Source: an optimization exercise on an open RTL-to-GDS flow (aim: small area and a short achievable clock period). Production flows keep margins and buffers that such runs may drop.
The RTL was checked by simulation tests, not by an equivalence proof against the original design.
Power figures rest on the tool's default switching activity, not on a simulated workload.

==> flow/design.v, too long to show whole: its modules and the start of the top module <==
// module unified_computing_system: 2330 lines
module unified_computing_system (
    input      [15:0] d_a, input [15:0] d_b, input [1:0] op_code,
    input clk, input rstn, input en_a, input en_b, input en_result,
    input cin, input bin,
    output reg [31:0] result, output reg [15:0] remainder,
    output reg cout, output reg bout, output reg overflow_flag, output reg error_flag);
  // ...
==> flow/flow/run.sh <==
#!/bin/bash
# Standard ORFS layout, with a larger setup repair margin and minimum-size port buffers.
set -euo pipefail
bash standard.sh SETUP_SLACK_MARGIN=10 "BUFFER_PORTS_ARGS=-buffer_cell sky130_fd_sc_hd__buf_1" finish > standard_flow.log 2>&1
==> flow/standard.sh <==
#!/bin/bash
# synth_recipe.tcl (not shown) runs the flow's synth.tcl, then flattens the netlist and writes it again
# the make line also repeats each setting of config.mk as NAME=value (left out here)
make -C /OpenROAD-flow-scripts/flow DESIGN_CONFIG=/design/flow/config.mk WORK_HOME=/design/flow/orfs CLKGATE_MAP_FILE= SYNTH_SCRIPT=/design/flow/synth_recipe.tcl "${@:-finish}"
==> flow/config.mk <==
export PLATFORM = sky130hd
export DESIGN_NAME = unified_computing_system
export DESIGN_NICKNAME = unified_computing_system
export VERILOG_FILES = /design/flow/design.v
export SDC_FILE = /design/flow/constraint.sdc
export NUM_CORES = 4
export LEC_CHECK = 0
export CAP_MARGIN = 20
export CORE_MARGIN = 2
export CORE_UTILIZATION = 60
export SLEW_MARGIN = 20
==> flow/constraint.sdc <==
create_clock -name core_clock -period 26.0 [get_ports {clk}]
set_input_delay 5.2000 -clock core_clock [delete_from_list [all_inputs] [get_ports {clk}]]
set_output_delay 5.2000 -clock core_clock [all_outputs]
set_load 0.01 [all_outputs]
==> flow_summary.yaml, run 1 <==
grt:
  busiest_layer: "met2"
  use_met3_pct: 12.8
  grt_pass1_wl_mm: 143
  grt_use_met1_pct: 58.7
  grt_pass1_vias: 24222
final_layout:
  diodes: 2
  regMostFlops: "result"
  design.seq.count: 84
  multiInputCombCellCount: 2392
  num-nonclk-buffers: 383
  final_common_cell: "nor2_1"
  multi_input_area_share_pct: 75.8
  fin_area_um2: 28900
  syn_to_final_growth_pct: 24.4
  seq_area_share_pct: 5.95
  stdcell_count: 3702
routing:
  dr_wl_met2_mm: 42.9
  avgRoutedWirePerCell_um: 27.3
  vias_per_cell: 6.90
  route.vias.total: 25548
  first_iter_violations: 3230
timing:
  setup_viol: 0
  period_share_pct: 61.1
  fmax_mhz: 63.0
status:
  status: "complete, no violations"
worst_setup_path:
  critPathMaxStageDelay_ps: 600
  reg2reg_slack_ps: 10120
  worst_setup_path_end_kind: "flip-flop"
  r2r_cells: 58
synthesis:
  ys.flop_type: "dfxtp_1"
  synth_xor_area_share_pct: 7.61
  syn_inst: 2971
  synth_top_family_by_area: "adder cells"
  synth-simple-area-share_pct: 19.3
die:
  io_pins: 93
  coreArea_um2: 38500
hold_path:
  min_from: "remainder[8]"
power_and_ir_drop:
  p_seq_share_pct: 4.1
  finalPower_uw: 3860
clocking:
  clkLatencyLatePin_ps: 400
  clk_path_buf_depth: 2
  htree_levels: 3
==> inputs of run 2 (changes only) <==
==> flow/flow/run.sh (replaced) <==
#!/bin/bash
# Standard ORFS layout, with a larger setup repair margin and minimum-size port buffers.
set -euo pipefail
bash standard.sh SETUP_SLACK_MARGIN=14 "BUFFER_PORTS_ARGS=-buffer_cell sky130_fd_sc_hd__buf_1" finish > standard_flow.log 2>&1
==> run 2 against run 1 <==
Effect of this change: area after synthesis unchanged; synthesized cell count did not move; largest power group unchanged; first-iteration DRC count is 25% higher; sequential power about the same; largest cell class unchanged; clock power fell by 8%; non-clock buffer count up 74; utilization increased by 3.3 points; fmax is 0.45% lower; still clean; final cell count is 2.1% higher; flip-flop and latch count is the same.
==> flow_summary.yaml, run 2 <==
status:
  status: "complete, no violations"
hold_path:
  hp-class: "reg2reg"
  min_from: "remainder[8]"
routing:
  wirelength_mm: 110
  route.vias.total: 27310
  drt.antenna.violating_nets: 0
  first_iter_violations: 4022
  vias_per_cell: 7.23
  drc_errors: 0
  avgRoutedWirePerCell_um: 29.0
  dr.pass1.iters: 6
clocking:
  cts-root-buf: "clkbuf_16"
  cts_sinks: 84
  clk_path_buf_depth: 2
  htree_levels: 3
  cts.clk_slew.worst_paths_ps: 80
  numCtsBuffers: 9
  clkLatencyLatePin_ps: 420
  cts_hold_buffers: 0
  cts_tree: "yes"
synthesis:
  ys_top_cells_by_count: "nor2_1, inv_1, fa_1"
  ys_seq_elements: 84
  yosysTopAreaCellShare_pct: 22.6
  yosysMostFrequentCell: "nor2_1"
  avgSynthCellArea_um2: 7.83
  yosysUniqueCellTypes: 134
  ys.flop_type: "dfxtp_1"
  ys.warnings.count: 1
  yosys-top-cells-area: "fa_1, dfxtp_1, xnor2_1, nor2_1, inv_1"
  ys_seq_area_share_pct: 7.23
  syn_inst: 2971
  yosys.area.top_type: "fa_1"
  synthArstFlopShare_pct: 0
  synth-edff-count: 0
  syn_nets: 3347
  syn_area_um2: 23300
placed_design:
  dpl.hpwl_mm: 65.3
  port_buffers: 92
  gp_congestion: 1.03
worst_setup_path:
  critical_path.slowest_cell: "o211ai_1"
  start_kind: "flip-flop"
  crit_top_cell: "buf_4"
  cp.required_ps: 26280
  crit_buf_inv: 9
  rr_startpoint: "qb[2]"
  worst_setup_path_end_kind: "flip-flop"
  critPathMaxStageDelay_ps: 680
  cp_max_fo: 49
  critical_path_class: "reg2reg"
  crit_path_start: "qb[2]"
  reg2reg_slack_ps: 10050
  critPathTopFamily: "compound AO/OA/AOI/OAI gates"
  arrival_ps: 16240
timing:
  grt_setup_unrepaired: "yes"
  min_period_ps: 15950
  worstMarginPinSlew_ps: 1250
  setup_viol: 0
  clock_skew_ps: 23.9
  maxSlewViolCount: 0
  fin_setup_tns_ps: 0
  fmax_mhz: 62.7
  maxSlewHeadroom_pct: 15.6
  period_share_pct: 61.4
  hold_viol: 0
grt:
  grt_pass1_wl_mm: 158
  grt_antenna_before_repair: 3
  grt_usage_pct: 51.2
  grt_max_degree: 62
  grt_pass1_vias: 27020
  grt_overflow_total: 0
power_and_ir_drop:
  irDropWorstVdd_mv: 0.138
  finalPower_uw: 4460
  p_per_area_nw_per_um2: 148
  leakage_uw: 0.0116
run:
  drv_cap: 0
final_layout:
  syn_to_final_growth_pct: 29.9
  final_common_cell: "buf_4"
  largest_reg_flops: 32
  final_nets: 3628
  layout_common_cells: "buf_4, nor2_1, inv_1, fa_1, nand2_1"
  drive_gt1_share_pct: 29.3
  regMostFlops: "result"
die:
  rows: 72
  io_pins: 93
  die_w_um: 201
  coreArea_um2: 38500
  dieArea_um2: 40400
  initial_utilization_pct: 60.5
  die_y_um: 201
[run 2: power breakdown]
group | switching (µW) | leakage (µW) | total [µW] | internal (µW)
Combinational | 2430 | 0.0108 | 4150 | 1720
Sequential | 15.8 | 0.000699 | 160 | 145
Clock | 77.7 | 0.000150 | 146 | 68.5
Total | 2530 | 0.0116 | 4460 | 1940
[run 2: cell families after synthesis]
kind of cell,count (synthesis),share of synthesized area (%)
compound gates,760,24.4
xor+xnor,198,7.61
fa+ha+maj,394,29.1
buf+inv,503,8.50
flops,84,7.23
mux,86,3.76
simple gates,946,19.3
[run 2: worst min-delay path, delay by kind of cell, from the launching register on]
kind,cells,cell delay [ps]
flip-flops,1,320
AND/OR/NAND/NOR,2,90
[run 2: routing by layer]
layer / GRT usage (%) / share of wire (%) / vias to the layer above
li1: - / - / 10923
met1: 61.1 / 33 / 12876
met2: 77.6 / 42 / 2587
met3: 16.3 / 15 / 918
met4: 38.0 / 9.8 / 6
met5: 0 / 0.10 / -
[run 2: area by class of cell]
class	count	area (µm²)
Antenna cell	4	10.0
Clock buffer	9	225
Timing Repair inverter	4	35.0
Multi-Input combinational cell	2390	22600
Inverter	306	1290
Tap cell	518	648
Fill cell	2609	8240
Clock inverter	7	81.3
Sequential cell	84	1730
Timing Repair Buffer	457	3590
[run 2: stage by stage]
step | hold slack, ps | worst slack, ps | util, % | instance area [µm²] | std cells
4_1_cts | 454 | 11110 | 74.5 | 28700 | 3694
5_1_grt | 481 | 9890 | 78.6 | 30200 | 3775
3_3_place_gp | 434 | 7000 | 63.2 | 24300 | 3437
6_report | 456 | 10050 | 78.6 | 30200 | 3779
2_1_floorplan | 467 | 11400 | - | 24100 | 2971
3_5_place_dp | 440 | 6170 | 63.2 | 24300 | 3437
[run 2: final timing paths]
kind                                      to  cells past startpoint
worst max register to register  remainder[5]                     63
worst min-delay path            remainder[8]                      2
worst max-delay path            remainder[5]                     63
worst min register to register  remainder[8]                      2
[run 2: repair_timing]
action,in CTS,in global routing
setup endpoints to repair,28,25
resized for setup,409,188
cloned,17,2
setup buffers,224,79
pin swaps,155,161
==> inputs of run 3 (changes only) <==
==> flow/flow/run.sh (replaced) <==
#!/bin/bash
# Standard ORFS layout, with a larger setup repair margin and minimum-size port buffers.
set -euo pipefail
bash standard.sh SETUP_SLACK_MARGIN=14 "BUFFER_PORTS_ARGS=-buffer_cell sky130_fd_sc_hd__buf_1" "SYNTH_ARGS=-noabc" finish > standard_flow.log 2>&1
--- a/flow/config.mk
+++ b/flow/config.mk
@@ -7,2 +7,3 @@
 export LEC_CHECK = 0
+export ABC_AREA = 1
 export CAP_MARGIN = 20
==> run 3 against run 2 <==
Effect of this change: die area rose by 3.0%; critical path depth fell by 27; worst hold slack improved by 12 ps; global-route usage fell by 9.0 points; setup slack improved by 3700 ps; non-clock buffer count fell by 186; critical path type unchanged; largest power group unchanged; highest routed layer is now met4.
==> flow_summary.yaml, run 3 <==
final_layout:
  layout_common_cells: "nand2_1, inv_1, nand3_1, fa_1, nor2_1"
  regMostFlops: "result"
  fin_area_um2: 27000
  syn_to_final_growth_pct: 12.5
  final_common_cell: "nand2_1"
  final_nets: 4355
  largest_reg_flops: 32
  drive_gt1_share_pct: 15.5
  diodes: 0
  stdcell_count: 4501
synthesis:
  ys_top_cells_by_count: "nand2_1, inv_1, nand3_1"
  syn_inst: 3850
  syn_area_um2: 24000
  synthArstFlopShare_pct: 0
  ys_seq_area_share_pct: 7.01
  syn_nets: 4233
  ys.flop_type: "dfxtp_1"
  avgSynthCellArea_um2: 6.23
  yosys-top-cells-area: "fa_1, nand2_1, nand3_1, inv_1, dfxtp_1"
  synth-edff-count: 0
  yosys.area.top_type: "fa_1"
  ys.warnings.count: 1
  yosysUniqueCellTypes: 60
  yosysMostFrequentCell: "nand2_1"
  ys_seq_elements: 84
  yosysTopAreaCellShare_pct: 22.0
timing:
  fmax_mhz: 81.9
  setup_viol: 0
  fin_ws_ps: 13790
  clock_skew_ps: 11.2
  maxSlewHeadroom_pct: 27.1
  maxSlewViolCount: 0
  min_period_ps: 12210
  fin_setup_tns_ps: 0
  period_share_pct: 47.0
  hold_viol: 0
  worstMarginPinSlew_ps: 1090
  grt_setup_unrepaired: "yes"
worst_setup_path:
  crit_buf_inv: 2
  critical_path_class: "reg2reg"
  start_kind: "flip-flop"
  cp.required_ps: 26230
  critPathMaxStageDelay_ps: 540
  rr_endpoint: "overflow_flag"
  reg2reg_slack_ps: 13790
  r2r_cells: 36
  rr_startpoint: "qb[4]"
  crit_top_cell: "fa_2"
  cp_max_fo: 41
  worst_setup_path_end_kind: "flip-flop"
  critPathTopFamily: "adder cells"
  arrival_ps: 12440
  critical_path.slowest_cell: "fa_1"
die:
  initial_utilization_pct: 60.5
  die_w_um: 204
  rows: 73
  io_pins: 93
  dieArea_um2: 41600
  die_y_um: 204
  coreArea_um2: 39600
run:
  drv_cap: 0
routing:
  drc_errors: 0
  avgRoutedWirePerCell_um: 20.4
  vias_per_cell: 5.98
  dr.pass1.iters: 9
  drt.antenna.violating_nets: 0
  first_iter_violations: 2911
  route.vias.total: 26930
  wirelength_mm: 91.7
grt:
  grt_pass1_wl_mm: 137
  grt_usage_pct: 42.2
  grt_max_degree: 54
  grt_antenna_before_repair: 0
  grt_overflow_total: 0
  grt_pass1_vias: 25374
clocking:
  htree_levels: 3
  cts_sinks: 84
  numCtsBuffers: 9
  cts_hold_buffers: 0
  clk_path_buf_depth: 2
  clkLatencyLatePin_ps: 370
  cts-root-buf: "clkbuf_16"
  cts_tree: "yes"
  cts.clk_slew.worst_paths_ps: 70
placed_design:
  dp_cells: 4335
  place_ws_ps: 12640
  dpl.hpwl_mm: 63.7
  gp_congestion: 0.952
  dpl_cell_area_um2: 24500
  port_buffers: 92
hold_path:
  min_from: "result[31]"
  hold_path_end: "result[31]"
  min_delay_path_depth: 2
  hp-class: "reg2reg"
power_and_ir_drop:
  irDropWorstVdd_mv: 0.0742
  p_per_area_nw_per_um2: 102
  leakage_uw: 0.0157
status:
  status: "complete, no violations"
## run 3: cell count changes in the layout (fill, tap and decap cells not counted), moves of 57 or more
cell	change
nand2_2	+87
xor2_1	+57
buf_4	-163
xnor2_1	-145
and2_1	-90
nor2_1	-122
nand2_1	+1048
inv_1	+243
nand3_1	+382
## run 3: area by class of cell
type                            count  area (µm²)
Multi-Input combinational cell   3023       20000
Fill cell                        3618       12700
Clock buffer                       11         243
Tap cell                          525         657
Sequential cell                    84        1720
Inverter                          583        2260
Timing Repair Buffer              271        2010
Clock inverter                      4        50.0
## run 3: worst max path at each step
| stage | slack, ps | end | start | depth (start not counted) |
|---|---|---|---|---|
| floorplan | 13820 | overflow_flag | qb[1] | 39 |
| global placement | 12790 | remainder[9] | qb[0] | 79 |
| detailed placement | 12640 | remainder[13] | qb[0] | 78 |
| CTS | 13820 | overflow_flag | qb[0] | 36 |
| global route | 13600 | overflow_flag | qb[0] | 36 |
| finish | 13790 | overflow_flag | qb[4] | 36 |
## run 3: per-stage QoR
step | hold slack, ps | utilization (%) | power, µW
floorplan | 490 | - | 1760
global placement | 454 | 61.7 | 2130
detailed placement | 459 | 61.7 | 2170
CTS | 469 | 63.8 | 2350
global route | 479 | 68.1 | 2990
finish | 468 | 68.1 | 2760
## run 3: cells by family after synthesis
kind of cell               synth area share [%]
and+or+nand+nor                            41.4
DFF                                        7.01
AOI/OAI and AO/OA                          9.16
adders and majority gates                  26.1
buffers and inverters                      13.0
xor gates and xnor gates                   3.36
## run 3: worst reg2reg max path: cells and delay by family, from the launching register on
kind	cells	cell delay [ps]
flops	1	360
simple gates	4	590
fa+ha+maj	29	10610
buf+inv	2	400
compound gates	1	100
## run 3: layer usage
layer	part of all wire, %	vias up	global-route usage, %
met1	37	12545	53.4
li1	-	12282	-
met5	0	-	0
met2	45	1660	68.1
met4	6.9	0	25.0
met3	11	443	7.06
## run 3: report_power, final
| group | switching (µW) | leakage [µW] | internal, µW |
|---|---|---|---|
| clock | 60.3 | 0.000138 | 76.5 |
| combinational | 1610 | 0.0149 | 856 |
| sequential | 15.8 | 0.000698 | 143 |
## run 3: what timing repair did
item                                    CTS  global route
gates resized for setup                  59           145
endpoints found under the setup margin   22            20
buffers inserted                         33           103
pin swaps                                10            49
gates cloned                              1            14
==> inputs of run 4 (changes only) <==
==> flow/flow/run.sh (replaced) <==
#!/bin/bash
# Standard ORFS layout, with a larger setup repair margin and minimum-size port buffers.
set -euo pipefail
bash standard.sh SETUP_SLACK_MARGIN=10 "BUFFER_PORTS_ARGS=-buffer_cell sky130_fd_sc_hd__buf_1" "SYNTH_ARGS=-noabc" finish > standard_flow.log 2>&1
==> run 4 against run 3 <==
Effect of this change: still clean on timing, DRC and antenna; global-route usage is 1.4 points lower; largest power group unchanged; first-iteration DRC count decreased by 3.6%; final area shrank 8.4%; synthesized cell count is the same.
==> flow_summary.yaml, run 4 <==
power_and_ir_drop:
  finalPower_uw: 2360
  irDropWorstVdd_mv: 0.0582
  internal-power_uw: 858
  p_per_area_nw_per_um2: 95.4
  switching_power_uw: 1500
  swShare_pct: 63.6
  leakage_uw: 0.0148
  p_seq_share_pct: 6.7
  pwr-share-clk_pct: 5.6
  combPwrFrac_pct: 87.7
synthesis:
  syn_inst: 3850
  yosys-top-cells-area: "fa_1, nand2_1, nand3_1, inv_1, dfxtp_1"
  ys.flop_type: "dfxtp_1"
  yosysUniqueCellTypes: 60
  ys.warnings.count: 1
  syn_area_um2: 24000
  syn_nets: 4233
  avgSynthCellArea_um2: 6.23
  yosysMostFrequentCell: "nand2_1"
  ys_seq_elements: 84
  ys_top_cells_by_count: "nand2_1, inv_1, nand3_1"
  yosys.area.top_type: "fa_1"
  ys_seq_area_share_pct: 7.01
  yosysTopAreaCellShare_pct: 22.0
  synthArstFlopShare_pct: 0
  synth-edff-count: 0
timing:
  period_share_pct: 54.1
  hold_viol: 0
  setup_viol: 0
  fin_ws_ps: 11930
  maxSlewHeadroom_pct: 26.0
  maxSlewViolCount: 0
  worstMarginPinSlew_ps: 1100
  grt_setup_unrepaired: "no"
  min_period_ps: 14070
  clock_skew_ps: 28.7
  fmax_mhz: 71.1
  fin_setup_tns_ps: 0
clocking:
  post_cts.repair.setup_buffers: 0
  clkLatencyLatePin_ps: 400
  htree_levels: 3
  cts_tree: "yes"
  cts.clk_slew.worst_paths_ps: 70
  clk_path_buf_depth: 2
  numCtsBuffers: 9
  cts-root-buf: "clkbuf_16"
  cts_hold_buffers: 0
  cts_sinks: 84
  cts.repair.resized: 0
final_layout:
  layout_common_cells: "nand2_1, inv_1, nand3_1, fa_1, nor2_1"
  num-fill-cells: 3805
  drive_gt1_share_pct: 9.16
  regMostFlops: "result"
  largest_reg_flops: 32
  stdcell_count: 4357
  syn_to_final_growth_pct: 3.03
  final_nets: 4209
  final_common_cell: "nand2_1"
worst_setup_path:
  rr_endpoint: "overflow_flag"
  cp.required_ps: 26250
  crit_top_cell: "fa_1"
  start_kind: "flip-flop"
  r2r_cells: 35
  crit_path_start: "qa[4]"
  worst_setup_path_end_kind: "flip-flop"
  critical_path.slowest_cell: "dfxtp_1"
  cp_max_fo: 20
  rr_startpoint: "qa[4]"
  critical_path_class: "reg2reg"
  critPathMaxStageDelay_ps: 880
  reg2reg_slack_ps: 11930
  arrival_ps: 14320
  endpoint: "overflow_flag"
die:
  initial_utilization_pct: 60.5
  coreArea_um2: 39600
  io_pins: 93
  die_w_um: 204
  rows: 73
  die_y_um: 204
  dieArea_um2: 41600
routing:
  drc_errors: 0
  vias_per_cell: 5.93
  avgRoutedWirePerCell_um: 19.3
  drt.antenna.violating_nets: 0
  route.vias.total: 25819
  dr.pass1.iters: 6
  first_iter_violations: 2805
  wirelength_mm: 84.0
placed_design:
  gp_congestion: 0.966
  dp_cells: 4339
  dpl.hpwl_mm: 63.7
  port_buffers: 92
  place_ws_ps: 12000
grt:
  grt_overflow_total: 0
  grt_usage_pct: 40.8
  grt_pass1_wl_mm: 133
  grt_pass1_vias: 25018
  grt_max_degree: 54
  grt_antenna_before_repair: 1
hold_path:
  hp-class: "reg2reg"
status:
  status: "complete, no violations"
run:
  drv_cap: 0
## run 4: cell counts after synthesis
Identical to the previous run, type by type.
## run 4: per-layer routing
metal	part of all wire (%)	routed length (µm)	global-route usage (%)
met1	39	32900	52.3
met4	5.2	4330	20.1
met3	10	8430	7.06
met5	0	0	0
met2	46	38300	66.7
## run 4: power groups by stage
stage                     Clock, µW  Combinational [µW]  Sequential [µW]
after floorplan                   0                1600              160
after global placement            0                1950              160
after detailed placement          0                2000              160
after CTS                       136                2010              158
after global routing            137                2300              159
final                           132                2070              158
## run 4: worst min-delay path by stage
stage / startpoint / to / slack, ps / cells after the start
2_1_floorplan: remainder[11] / remainder[11] / 490 / 2
3_3_place_gp: remainder[6] / remainder[6] / 450 / 2
3_5_place_dp: remainder[13] / remainder[13] / 450 / 2
4_1_cts: remainder[13] / remainder[13] / 460 / 2
5_1_grt: remainder[13] / remainder[13] / 480 / 2
6_report: remainder[12] / remainder[12] / 460 / 2
## run 4: final cells by class
class                   instances  area, µm²  area share, %
multi-input cells            3011      19200           77.7
diodes                          1       2.50         0.0101
clock buffers                  11        243          0.982
flip-flops and latches         84       1690           6.84
inverters                     583       2190           8.87
well taps                     525        657           2.66
clock inverters                 5       36.3          0.147
repair buffers                137        693           2.80
## run 4: metrics by stage
step / cell area, µm² / hold slack (ps) / util, %
2_1_floorplan: 24000 / 490 / -
3_3_place_gp: 24400 / 452 / 61.6
3_5_place_dp: 24400 / 455 / 61.6
4_1_cts: 24700 / 464 / 62.3
5_1_grt: 24700 / 480 / 62.3
6_report: 24700 / 465 / 62.4
## run 4: cells by family after synthesis
| kind of cell | Yosys count | synth area share (%) |
|---|---|---|
| compound gates | 370 | 9.16 |
| xor+xnor | 92 | 3.36 |
| fa+ha+maj | 342 | 26.1 |
| buf+inv | 755 | 13.0 |
| flops | 84 | 7.01 |
| simple gates | 2207 | 41.4 |
## run 4: critical path: cells and delay by family (launching register included)
| kind | cells | cell delay (ps) |
|---|---|---|
| adders and majority gates | 31 | 12420 |
| DFF | 1 | 880 |
| and+or+nand+nor | 3 | 520 |
| AOI/OAI and AO/OA | 1 | 80 |
==> inputs of run 5 (changes only) <==
==> flow/flow/run.sh (replaced) <==
#!/bin/bash
# Standard ORFS layout with: a custom ABC mapping script in synthesis (registers untouched),
# a larger setup repair margin, and minimum-size port buffers.
set -euo pipefail
W=$(pwd)
bash standard.sh "SYNTH_SCRIPT=$W/flow/synth_custom_abc.tcl" "CUSTOM_ABC_SCRIPT=$W/flow/abc_map.script" SYNTH_ARGS=-noabc SETUP_SLACK_MARGIN=10 "BUFFER_PORTS_ARGS=-buffer_cell sky130_fd_sc_hd__buf_1" finish > standard_flow.log 2>&1
==> flow/flow/abc_map.script (new file) <==
strash
dch
map -B 0.9
topo
dnsize -c
==> flow/flow/synth_custom_abc.tcl (new file) <==
# The standard synthesis script (synth_recipe.tcl), except that the final ABC
# technology mapping uses flow/abc_map.script instead of ORFS's ABC script.
proc synth {args} { yosys synth -nofsm -noshare {*}$args }
proc abc {args} {
  set i [lsearch -exact $args -script]
  if {$i >= 0} { lset args [expr {$i+1}] $::env(CUSTOM_ABC_SCRIPT) }
  yosys abc {*}$args
}
source $::env(SCRIPTS_DIR)/synth.tcl
# left out here: clear keep_hierarchy, flatten, clean up, hide names made inside functions, write 1_2_yosys.v
==> run 5 against run 4 <==
Effect of this change: sequential share of layout area rose by 0.18 points; clock power rose by 12%; wire length rose by 1.7%; worst hold slack improved by 5.1 ps; via count rose by 1.2%; register-to-register slack got worse by 690 ps; first-iteration DRC count fell by 12%; critical path depth rose by 52; combinational power fell by 4%; area after synthesis fell by 7.8%; fmax fell by 4.7%; final cell count fell by 0.67%; still clean on timing, DRC and antenna.
==> flow_summary.yaml, run 5 <==
power_and_ir_drop:
  irDropWorstVdd_mv: 0.0619
  finalPower_uw: 2280
  leakage_uw: 0.0119
  p_per_area_nw_per_um2: 94.5
synthesis:
  synthMuxAreaShare_pct: 0
  ys.flop_type: "dfxtp_1"
  synth_fa_ha_area_share_pct: 28.3
  ys.warnings.count: 1
  ys_seq_elements: 84
  syn_nets: 4061
  synth_compound_area_share_pct: 9.24
  ys_seq_area_share_pct: 7.60
  yosysUniqueCellTypes: 33
  syn_area_um2: 22100
  synth-edff-count: 0
  synthArstFlopShare_pct: 0
  avgSynthCellArea_um2: 6.02
  ys_top_cells_by_count: "nand2_1, clkinv_1, nand3_1"
  yosys.area.top_type: "nand2_1"
  yosysMostFrequentCell: "nand2_1"
  yosys-top-cells-area: "nand2_1, fa_1, nand3_1, clkinv_1, dfxtp_1"
  yosysTopAreaCellShare_pct: 24.2
  synth_top_family_by_area: "simple AND/OR/NAND/NOR gates"
  syn_inst: 3678
  synth_xor_area_share_pct: 3.64
  synth-simple-area-share_pct: 41.3
placed_design:
  port_buffers: 92
  place_ws_ps: 9150
  gp_congestion: 1.03
  dpl.hpwl_mm: 63.9
routing:
  dr.pass1.iters: 8
  drt.antenna.violating_nets: 0
  vias_per_cell: 6.03
  drc_errors: 0
  first_iter_violations: 2477
  wirelength_mm: 85.4
  avgRoutedWirePerCell_um: 19.7
  route.vias.total: 26117
worst_setup_path:
  crit_buf_inv: 13
  cp_max_fo: 26
  critPathTopFamily: "simple AND/OR/NAND/NOR gates"
  crit_top_cell: "nand2_1"
  critical_path_class: "reg2reg"
  start_kind: "flip-flop"
  critPathMaxStageDelay_ps: 570
  r2r_cells: 87
  worst_setup_path_end_kind: "flip-flop"
  cp.required_ps: 26310
  critical_path.slowest_cell: "clkinv_1"
  rr_startpoint: "qb[10]"
  arrival_ps: 15080
  rr_endpoint: "remainder[4]"
  reg2reg_slack_ps: 11240
clocking:
  cts.clk_slew.worst_paths_ps: 70
  cts_sinks: 84
  htree_levels: 3
  numCtsBuffers: 9
  clk_path_buf_depth: 2
  clkLatencyLatePin_ps: 390
  cts_hold_buffers: 0
  cts_tree: "yes"
  cts-root-buf: "clkbuf_16"
timing:
  grt_setup_unrepaired: "no"
  maxSlewHeadroom_pct: 37.6
  min_period_ps: 14760
  hold_viol: 0
  maxSlewViolCount: 0
  fin_ws_ps: 11240
  period_share_pct: 56.8
  fin_setup_tns_ps: 0
  worstMarginPinSlew_ps: 935
  setup_viol: 0
  fmax_mhz: 67.7
  clock_skew_ps: 19.5
die:
  rows: 70
  initial_utilization_pct: 60.7
  coreArea_um2: 36400
  die_y_um: 196
  dieArea_um2: 38400
  die_w_um: 196
  io_pins: 93
final_layout:
  final_nets: 4237
  regMostFlops: "result"
  layout_common_cells: "nand2_1, clkinv_1, nand3_1, fa_1, nor2_1"
  num-fill-cells: 3346
  largest_reg_flops: 32
  drive_gt1_share_pct: 3.68
  final_common_cell: "nand2_1"
  syn_to_final_growth_pct: 8.88
grt:
  grt_antenna_before_repair: 0
  grt_max_degree: 54
  grt_pass1_vias: 25883
  grt_pass1_wl_mm: 134
  grt_overflow_total: 0
  grt_usage_pct: 44.8
hold_path:
  min_from: "result[24]"
  min_delay_path_depth: 2
  hold_path_end: "result[24]"
  hp-class: "reg2reg"
status:
  status: "complete, no violations"
run:
  drv_cap: 0
[run 5: cell count changes in the layout (fill, tap and decap cells not counted), moves of 27 or more]
cell / before / now
nand2_1: 1304 / 1412
inv_1: 530 / 0
inv_2: 44 / 1
clkinv_1: 8 / 572
nand3_1: 462 / 518
nand2_2: 104 / 7
buf_4: 44 / 71
o21ai_0: 119 / 155
o21ai_1: 31 / 1
nand3_2: 54 / 0
[run 5: power breakdown]
| group | switching [µW] | internal (µW) |
|---|---|---|
| logic | 1360 | 618 |
| clock network | 69.4 | 79.0 |
| registers | 11.1 | 143 |
[run 5: worst min-delay path: stages, from the launching register on]
cell and delay [ps]:
dfxtp_1 310, nand2_1 60, a21oi_1 60
[run 5: metal layers]
layer	global-route usage [%]	wire, µm	up-vias
met5	0	0	-
met4	32.0	6830	0
met3	8.73	9040	492
met2	74.1	38800	1659
met1	52.3	30700	11921
li1	-	-	12045
[run 5: how the worst max path moves through the flow]
| stage | endpoint | start | depth (start not counted) | slack [ps] |
|---|---|---|---|---|
| floorplan | remainder[3] | qb[2] | 80 | 11750 |
| global route | remainder[13] | qb[14] | 93 | 10000 |
| CTS | remainder[7] | qb[15] | 84 | 10060 |
| detailed placement | remainder[13] | qb[14] | 85 | 9150 |
| finish | remainder[4] | qb[10] | 87 | 11240 |
| global placement | remainder[13] | qb[3] | 85 | 9840 |
[run 5: area by class of cell]
| type | count | area [µm²] | area share, % |
|---|---|---|---|
| antenna | 1 | 2.50 | 0.0104 |
| clock buffer | 10 | 239 | 0.992 |
| clock inverter | 6 | 76.3 | 0.317 |
| inverter | 583 | 2220 | 9.23 |
| multi-input combinational | 3011 | 18400 | 76.3 |
| sequential | 84 | 1690 | 7.02 |
| tap | 468 | 586 | 2.43 |
| timing repair buffer | 165 | 903 | 3.75 |
[run 5: through the flow]
step	utilization [%]	instances	area [µm²]	hold slack [ps]
after floorplan	-	3678	22100	490
after global placement	64.7	4305	23600	451
after detailed placement	64.7	4305	23600	457
after CTS	65.6	4321	23900	470
after global routing	66.1	4327	24100	486
final	66.1	4328	24100	470
[run 5: repair_timing]
item	in CTS	in global routing
resized for setup	5	34
endpoints found under the setup margin	17	18
setup buffers	0	5
[run 5: logic make-up (layout without fill, tap and decap cells)]
logic type / Yosys count / in the layout
other: 0 / 1
buffers and inverters: 583 / 764
XOR/XNOR: 92 / 92
flip-flops: 84 / 84
AND/OR/NAND/NOR: 2207 / 2207
adder cells (fa/ha/maj): 342 / 342
AO/OA/AOI/OAI: 370 / 370

## port drivers added, routing unchanged
The flow's constraints put no driver on any port. The routed layouts listed below were extracted and timed again, unchanged, in two steps.
Step 1 (the two cells are an assumption about what drives the block):
set clk [get_ports {clk}]
set_driving_cell -lib_cell sky130_fd_sc_hd__clkbuf_16 $clk
set_driving_cell -lib_cell sky130_fd_sc_hd__buf_2 [delete_from_list [all_inputs] $clk]
Step 2 also shifts input and output timing later by t, the mid clock arrival at the registers, as if the neighbouring blocks saw the same clock.
a / b / c = no drivers / after step 1 / after step 2; a / b = the first two.
run	t, ns	setup slack, ns	worst setup path after step 2	cell pins on the clock port's net
run 1	0.448	10.121 / 10.121 / 10.121	register to register	1
run 2	0.471	10.049 / 10.049 / 10.049	register to register	1
run 3	0.415	13.790 / 13.790 / 13.790	register to register	1
run 4	0.433	11.926 / 11.926 / 11.926	register to register	1
run 5	0.441	11.239 / 11.239 / 11.239	register to register	1
After both steps setup and hold are still met in every run listed.
